Background: an optimization exercise with open tools, aiming at small area and a short achievable clock period. Do not read the settings as production practice. RTL that was checked went through simulation tests only; none was proved equivalent to the original. Power figures rest on the tool's default switching activity, not on a simulated workload.

==> module stepgen, before the edit <==
module stepgen(clk, rst, enable, position, velocity, dirtime, steptime, pol, pol_n, stepx, dir, tap, step_n, dir_n);
parameter W=12;
parameter F=10;
parameter T=5;
localparam STATE_STEP = 2'd0;
localparam STATE_DIRCHANGE = 2'd1;
localparam STATE_DIRWAIT = 2'd2;
input clk, rst, enable;
output [W+F-1:0] position;
input [F:0] velocity;
input [T-1:0] dirtime, steptime;
input [1:0] tap;
input pol, pol_n;
output stepx, dir;
reg stepx, dir;
output step_n, dir_n;
reg step_n, dir_n;
reg [T-1:0] timer, timer_n;
reg [1:0] state, state_n;
reg ones, ones_n;
reg [W+F-1:0] P;
reg pinc, pdec;
wire [W-1:0] hi = P[W+F-1:F];
wire [W-1:0] upm, dnm;
assign upm[0] = 1'b1;
assign dnm[0] = 1'b1;
genvar k;
generate for (k = 1; k < W; k = k + 1) begin : g_m
	assign upm[k] = &hi[k-1:0];
	assign dnm[k] = ~|hi[k-1:0];
end endgenerate
wire [W-1:0] m = ({W{pinc}} & upm) | ({W{pdec}} & dnm);
assign position = {hi ^ m, P[F-1:0]};
wire [F:0] lo = {1'b0, P[F-1:0]} + {1'b0, velocity[F-1:0]};
wire step = stepx ^ pol;
wire dbit = velocity[F];
wire pbit = P[F + tap];
wire tz = (timer == 0);
wire c1 = (dir != dbit) && (pbit == ones);
reg upd;
always @* begin
	upd = 1'b0;
	state_n = state;
	timer_n = timer;
	dir_n = dir;
	ones_n = ones;
	step_n = step;
	if(enable) begin
		if(!tz) timer_n = timer - 1'd1;
		if(c1) begin
			if(tz) begin
				timer_n = dirtime;
				if(state == STATE_DIRCHANGE) begin
					dir_n = dbit;
					state_n = STATE_DIRWAIT;
				end else begin
					step_n = 0;
					state_n = STATE_DIRCHANGE;
				end
			end
		end else if(state == STATE_DIRWAIT) begin
			if(tz) state_n = STATE_STEP;
		end else begin
			if(tz) begin
				if(pbit != ones) begin
					ones_n = pbit;
					step_n = 1'd1;
					timer_n = steptime;
				end else begin
					step_n = 0;
				end
			end
			upd = (dir == dbit);
		end
	end
	if(rst) begin
		state_n = STATE_STEP;
		timer_n = 0;
		dir_n = 0;
		ones_n = 0;
		step_n = 0;
	end
end
always @(posedge clk) begin
	state <= state_n;
	timer <= timer_n;
	dir <= dir_n;
	ones <= ones_n;
	stepx <= step_n ^ pol_n;
	if(rst) begin
		P <= 0; pinc <= 0; pdec <= 0;
	end else begin
		P[W+F-1:F] <= position[W+F-1:F];
		if(upd) P[F-1:0] <= lo[F-1:0];
		pinc <= upd & lo[F] & ~velocity[F];
		pdec <= upd & ~lo[F] & velocity[F];
	end
end
endmodule
Settings: LEC_CHECK=0, CAP_MARGIN=20, CORE_MARGIN=2, CORE_UTILIZATION=40, SLEW_MARGIN=20; clock period 8.0 ns.
standard.sh (not shown) runs the stock make flow with config.mk's settings and CLKGATE_MAP_FILE= SYNTH_SCRIPT=/design/flow/synth_recipe.tcl, a recipe that flattens the netlist after the stock synthesis.
==> flow/flow/run.sh <==
#!/bin/bash
# Own layout flow: the standard ORFS flow (synth_recipe.tcl, the same
# yosys passes and flip-flop mapping, so the registers keep the standard
# synthesis's names and cell types), with these changes:
#  - ABC maps the gates with an area-oriented script (flow/abc_area.script)
#    instead of ORFS's speed script, and yosys's full/half-adder extraction
#    (ADDER_MAP_FILE) is left out so that ABC maps the adders as well;
#  - the port buffers are buf_2 cells rather than the delay cells
#    buffer_ports picks by default;
#  - the clock tree clusters up to 22 sinks per leaf buffer.
# Clock period, SDC, floorplan rules, power grid and the rest are the standard flow's.
# Each tool's output goes to a log file in this folder.
set -euo pipefail
W=$PWD
MARGIN=5.3
# synthesis script: the standard flow's own, with abc given our script
{
  echo "proc abc {args} { set i [lsearch \$args -script]; if {\$i >= 0} { lset args [expr {\$i+1}] $W/flow/abc_area.script }; yosys abc {*}\$args }"
  cat synth_recipe.tcl
} > my_synth.tcl
make -C "$FLOW_HOME" DESIGN_CONFIG=$W/config.mk WORK_HOME=$W/orfs CLKGATE_MAP_FILE= ADDER_MAP_FILE= \
  SYNTH_SCRIPT=$W/my_synth.tcl CAP_MARGIN=20 CORE_MARGIN=2 CORE_UTILIZATION=55 SLEW_MARGIN=20 \
  SETUP_SLACK_MARGIN=$MARGIN CTS_CLUSTER_SIZE=22 CTS_CLUSTER_DIAMETER=100 \
  "BUFFER_PORTS_ARGS=-buffer_cell sky130_fd_sc_hd__buf_2" \
  finish > make_finish.log 2>&1
R=$W/orfs/results/$FLOW_PLATFORM/pluto_spi_stepper/base
: # left out here: write the final layout as DEF
==> flow/flow/abc_area.script <==
strash
&get -n
&fraig -x
&put
scorr
dc2
strash
&get -n
&dch -f
&nf -R 20
&put
topo
dnsize -c
Edit:
--- a/flow/design.v
+++ b/flow/design.v
@@ -40,18 +40,30 @@
 reg [1:0] state, state_n;
 reg ones, ones_n;
+localparam S = 6;
 reg [W+F-1:0] P;
-reg pinc, pdec;
+reg pc0, pc1, ps;
+wire [F-S-1:0] mid = P[F-1:S];
 wire [W-1:0] hi = P[W+F-1:F];
+wire mid_ones = &mid;
+wire [F-S-1:0] mmid;
+assign mmid[0] = pc0;
 wire [W-1:0] upm, dnm;
 assign upm[0] = 1'b1;
 assign dnm[0] = 1'b1;
 genvar k;
+generate for (k = 1; k < F-S; k = k + 1) begin : g_mm
+	assign mmid[k] = pc0 & (&mid[k-1:0]);
+end endgenerate
 generate for (k = 1; k < W; k = k + 1) begin : g_m
 	assign upm[k] = &hi[k-1:0];
 	assign dnm[k] = ~|hi[k-1:0];
 end endgenerate
+wire cc = pc1 | (pc0 & mid_ones);
+wire pinc = cc & ~ps;
+wire pdec = ~cc & ps;
 wire [W-1:0] m = ({W{pinc}} & upm) | ({W{pdec}} & dnm);
-assign position = {hi ^ m, P[F-1:0]};
-wire [F:0] lo = {1'b0, P[F-1:0]} + {1'b0, velocity[F-1:0]};
+assign position = {hi ^ m, mid ^ mmid, P[S-1:0]};
+wire [S:0] lo0 = {1'b0, P[S-1:0]} + {1'b0, velocity[S-1:0]};
+wire [F-S:0] lo1 = {1'b0, P[F-1:S]} + {1'b0, velocity[F-1:S]};
 wire step = stepx ^ pol;
 wire dbit = velocity[F];
@@ -110,10 +122,14 @@
 	stepx <= step_n ^ pol_n;
 	if(rst) begin
-		P <= 0; pinc <= 0; pdec <= 0;
+		P <= 0; pc0 <= 0; pc1 <= 0; ps <= 0;
 	end else begin
-		P[W+F-1:F] <= position[W+F-1:F];
-		if(upd) P[F-1:0] <= lo[F-1:0];
-		pinc <= upd & lo[F] & ~velocity[F];
-		pdec <= upd & ~lo[F] & velocity[F];
+		P[W+F-1:S] <= position[W+F-1:S];
+		if(upd) begin
+			P[S-1:0] <= lo0[S-1:0];
+			P[F-1:S] <= lo1[F-S-1:0];
+		end
+		pc0 <= upd & lo0[S];
+		pc1 <= upd & lo1[F-S];
+		ps <= upd & velocity[F];
 	end
 end
Outcome: The new run produced a clean layout; wire length rises by 0.46%; final area rose by 1.5%; worst hold slack got worse by 0.032 ns; setup slack got worse by 0.29 ns; sequential power hardly moves; total power came out lower by 0.94%; clock power went up by 3.6%; die area goes up by 1.6%; final cell count increases by 1.7%; via count rose by 0.72%; global-route usage grows by 0.26 points; area after synthesis came out higher by 1.6%; register-to-register slack loses 0.30 ns.
Function not checked in the second run of this note: the RTL went through the layout flow alone.

re-timing with driven ports:
Ports are ideal in the flow. The routed layouts listed here were re-timed in OpenROAD. Step 1 sets driving cells, clkbuf_16 on the clock port and buf_2 on the other inputs (assumed; they add their load-dependent delay and slew). Step 2 moves the port delays by t, midway between the first and last clock arrival at a register: inputs arrive t later, outputs are due t later. That takes back most of the time a late clock gives input paths. Slacks: no drivers / after step 1 / after step 2; pairs: no drivers / after step 1.
| run | t (ns) | setup WS [ns] | worst setup path after step 2 | pins driven straight from the clock port |
|---|---|---|---|---|
| the first run | 0.542 | 5.315 / 5.267 / 4.826 | input to register | 1 |
| the second run | 0.550 | 5.029 / 5.029 / 4.728 | input to register | 1 |
After both steps every run listed still meets setup and hold. The setup slack of the first run, which loses most, moves by -0.048 ns with the drivers and by -0.489 ns with both steps.
